Source: an optimization exercise on an open RTL-to-GDS flow (aim: small area, a short achievable clock period and few clock cycles per item). Production flows keep margins and buffers that such runs may drop. Power is estimated from default activity; no workload was simulated.

==> flow/design.v <==
`timescale 1ns / 1ps
module s_axi_lite #(
    parameter S_AXI_DATA_WIDTH  = 32,
    parameter S_AXI_ADDR_WIDTH  = 32,
    parameter S_AXI_MEM_DEPTH   = 8
)
(
    input                               s_axi_clk,
    input                               s_axi_resetn,
    input                               s_axi_awvalid,
    input      [S_AXI_ADDR_WIDTH-1:0]   s_axi_awaddr,
    output                              s_axi_awready,
    input                               s_axi_wvalid,
    input      [S_AXI_DATA_WIDTH-1:0]   s_axi_wdata,
    input      [S_AXI_DATA_WIDTH/8-1:0] s_axi_wstrb,
    output                              s_axi_wready,
    input                               s_axi_bready,
    output      [1:0]                   s_axi_bresp,
    output                              s_axi_bvalid,
    input                               s_axi_arvalid,
    input      [S_AXI_ADDR_WIDTH-1:0]   s_axi_araddr,
    output                              s_axi_arready,
    input                               s_axi_rready,
    output     [S_AXI_DATA_WIDTH-1:0]   s_axi_rdata,
    output      [1:0]                   s_axi_rresp,
    output                              s_axi_rvalid
);
localparam IW = (S_AXI_MEM_DEPTH <= 2)  ? 1 : (S_AXI_MEM_DEPTH <= 4)   ? 2 :
                (S_AXI_MEM_DEPTH <= 8)  ? 3 : (S_AXI_MEM_DEPTH <= 16)  ? 4 :
                (S_AXI_MEM_DEPTH <= 32) ? 5 : (S_AXI_MEM_DEPTH <= 64)  ? 6 :
                (S_AXI_MEM_DEPTH <= 128)? 7 : 8;
localparam NB = S_AXI_DATA_WIDTH/8;
reg                        bvalid, bidle;    
reg                        berr;
reg                        rvalid, ridle;    
reg                        rerr;
reg [S_AXI_DATA_WIDTH-1:0] rdata;
reg [S_AXI_DATA_WIDTH-1:0] slv_mem [0:S_AXI_MEM_DEPTH-1];
integer i, j;
wire b_free  = bidle | s_axi_bready;
wire r_free  = ridle | s_axi_rready;
wire wr      = s_axi_awvalid & s_axi_wvalid & b_free;
wire rd      = s_axi_arvalid & r_free;
wire aw_err  = (s_axi_awaddr >> 2) >= S_AXI_MEM_DEPTH;
wire ar_err  = (s_axi_araddr >> 2) >= S_AXI_MEM_DEPTH;
wire [IW-1:0] aw_idx = s_axi_awaddr[2 +: IW];
wire [IW-1:0] ar_idx = s_axi_araddr[2 +: IW];
assign s_axi_awready = s_axi_wvalid  & b_free;
assign s_axi_wready  = s_axi_awvalid & b_free;
assign s_axi_bvalid  = bvalid;
assign s_axi_bresp   = {berr, 1'b0};
assign s_axi_arready = r_free;
assign s_axi_rvalid  = rvalid;
assign s_axi_rdata   = rdata;
assign s_axi_rresp   = {rerr, 1'b0};
always @(posedge s_axi_clk) begin
    if (!s_axi_resetn) begin
        bvalid <= 1'b0;
        bidle  <= 1'b1;
    end else if (wr) begin
        bvalid <= 1'b1;
        bidle  <= 1'b0;
        berr   <= aw_err;
    end else if (s_axi_bready) begin
        bvalid <= 1'b0;
        bidle  <= 1'b1;
    end
end
reg [S_AXI_MEM_DEPTH-1:0]  rsel;
reg [S_AXI_DATA_WIDTH-1:0] rmux;
always @(*) begin
    for (i = 0; i < S_AXI_MEM_DEPTH; i = i + 1)
        rsel[i] = ~ar_err & (ar_idx == i);
    rmux = {S_AXI_DATA_WIDTH{1'b0}};
    for (i = 0; i < S_AXI_MEM_DEPTH; i = i + 1)
        rmux = rmux | (slv_mem[i] & {S_AXI_DATA_WIDTH{rsel[i]}});
end
always @(posedge s_axi_clk) begin
    if (!s_axi_resetn) begin
        rvalid <= 1'b0;
        ridle  <= 1'b1;
    end else if (rd) begin
        rvalid <= 1'b1;
        ridle  <= 1'b0;
        rerr   <= ar_err;
        rdata  <= rmux;
    end else if (s_axi_rready) begin
        rvalid <= 1'b0;
        ridle  <= 1'b1;
    end
end
wire [S_AXI_DATA_WIDTH-1:0] wd = s_axi_wdata & {S_AXI_DATA_WIDTH{s_axi_resetn}};
reg  [NB-1:0] ben [0:S_AXI_MEM_DEPTH-1];
always @(*) begin
    for (i = 0; i < S_AXI_MEM_DEPTH; i = i + 1)
        for (j = 0; j < NB; j = j + 1)
            ben[i][j] = ~s_axi_resetn | (wr & ~aw_err & (aw_idx == i) & s_axi_wstrb[j]);
end
always @(posedge s_axi_clk) begin
    for (i = 0; i < S_AXI_MEM_DEPTH; i = i + 1)
        for (j = 0; j < NB; j = j + 1)
            if (ben[i][j])
                slv_mem[i][8*j +: 8] <= wd[8*j +: 8];
end
endmodule
`timescale 1ns / 1ps
module top_module#(
    parameter S_AXI_DATA_WIDTH  = 32,
    parameter S_AXI_ADDR_WIDTH  = 32,
    parameter S_AXI_MEM_DEPTH   = 8  
)(
    input                               s_axi_clk,
    input                               s_axi_resetn,
    input                               s_axi_awvalid,
    input      [S_AXI_ADDR_WIDTH-1:0]   s_axi_awaddr,
    output                              s_axi_awready,
    input                               s_axi_wvalid,
    input      [S_AXI_DATA_WIDTH-1:0]   s_axi_wdata,
    input      [S_AXI_DATA_WIDTH/8-1:0] s_axi_wstrb,
    output                              s_axi_wready,
    input                               s_axi_bready,
    output      [1:0]                   s_axi_bresp,
    output                              s_axi_bvalid,
    input                               s_axi_arvalid,
    input      [S_AXI_ADDR_WIDTH-1:0]   s_axi_araddr,
    output                              s_axi_arready,
    input                               s_axi_rready,
    output     [S_AXI_DATA_WIDTH-1:0]   s_axi_rdata,
    output      [1:0]                   s_axi_rresp,
    output                              s_axi_rvalid
    );
    s_axi_lite #(
    .S_AXI_ADDR_WIDTH(S_AXI_ADDR_WIDTH),
    .S_AXI_DATA_WIDTH(S_AXI_DATA_WIDTH),
    .S_AXI_MEM_DEPTH(S_AXI_MEM_DEPTH)
     )Slave(
    .s_axi_clk(s_axi_clk),
    .s_axi_resetn(s_axi_resetn),
    .s_axi_awvalid(s_axi_awvalid),
    .s_axi_awaddr(s_axi_awaddr),
    .s_axi_awready(s_axi_awready),
    .s_axi_wvalid(s_axi_wvalid),
    .s_axi_wdata(s_axi_wdata),
    .s_axi_wstrb(s_axi_wstrb),
    .s_axi_wready(s_axi_wready),
    .s_axi_bready(s_axi_bready),
    .s_axi_bvalid(s_axi_bvalid),
    .s_axi_bresp(s_axi_bresp),
    .s_axi_arvalid(s_axi_arvalid),
    .s_axi_arready(s_axi_arready),
    .s_axi_araddr(s_axi_araddr),
    .s_axi_rready(s_axi_rready),
    .s_axi_rvalid(s_axi_rvalid),
    .s_axi_rdata(s_axi_rdata),
    .s_axi_rresp(s_axi_rresp)
    );
endmodule
clock: 4.0 ns
lec_check: 0
abc_clock_period_in_ps: 10000
cap_margin: 20
core_margin: 2
core_utilization: 40
setup_slack_margin: 1.8
slew_margin: 20
standard.sh (not shown) runs the stock make flow with config.mk's settings and CLKGATE_MAP_FILE= SYNTH_SCRIPT=/design/flow/synth_recipe.tcl, a recipe that flattens the netlist after the stock synthesis.
==> flow/flow/run.sh <==
#!/bin/bash
# Standard ORFS flow with two changes: the port buffers are buf_1 cells, and
# the clock tree uses clkbuf_8 cells on sink clusters without dummy loads.
set -euo pipefail
export BUFFER_PORTS_ARGS="-buffer_cell sky130_fd_sc_hd__buf_1"
export CTS_ARGS="-sink_clustering_enable -repair_clock_nets -sink_clustering_size 16 -sink_clustering_max_diameter 50 -buf_list sky130_fd_sc_hd__clkbuf_8 -dont_use_dummy_load"
bash standard.sh > standard.log 2>&1
Change:
Settings changed: ABC_CLOCK_PERIOD_IN_PS 10000 to not set.
Result:
- The new run produced a clean layout
- maximum frequency stays the same
- power stays the same
- setup slack is unchanged
- worst hold slack is unchanged
No functional check of the RTL was part of any run of this note.

[afterwards: timing with drivers on the ports]
No port has a modelled driver above. Below, the same layouts with a new extraction and two added sets of constraints.
Step 1 assumes that a clkbuf_16 drives the clock port and a buf_2 every other input.
Step 2 moves the port delays by t, midway between the first and last clock arrival at a register: inputs arrive t later, outputs are due t later. That takes back most of the time a late clock gives input paths.
a / b / c = no drivers / after step 1 / after step 2; a / b = the first two.
| run | shift t [ns] | setup slack, ns | pins driven straight from the clock port |
|---|---|---|---|
| the first run | 0.596 | 1.844 / 1.865 / 1.269 | 1 |
| the second run | 0.596 | 1.844 / 1.865 / 1.269 | 1 |
After both steps setup and hold are still met in every run listed.
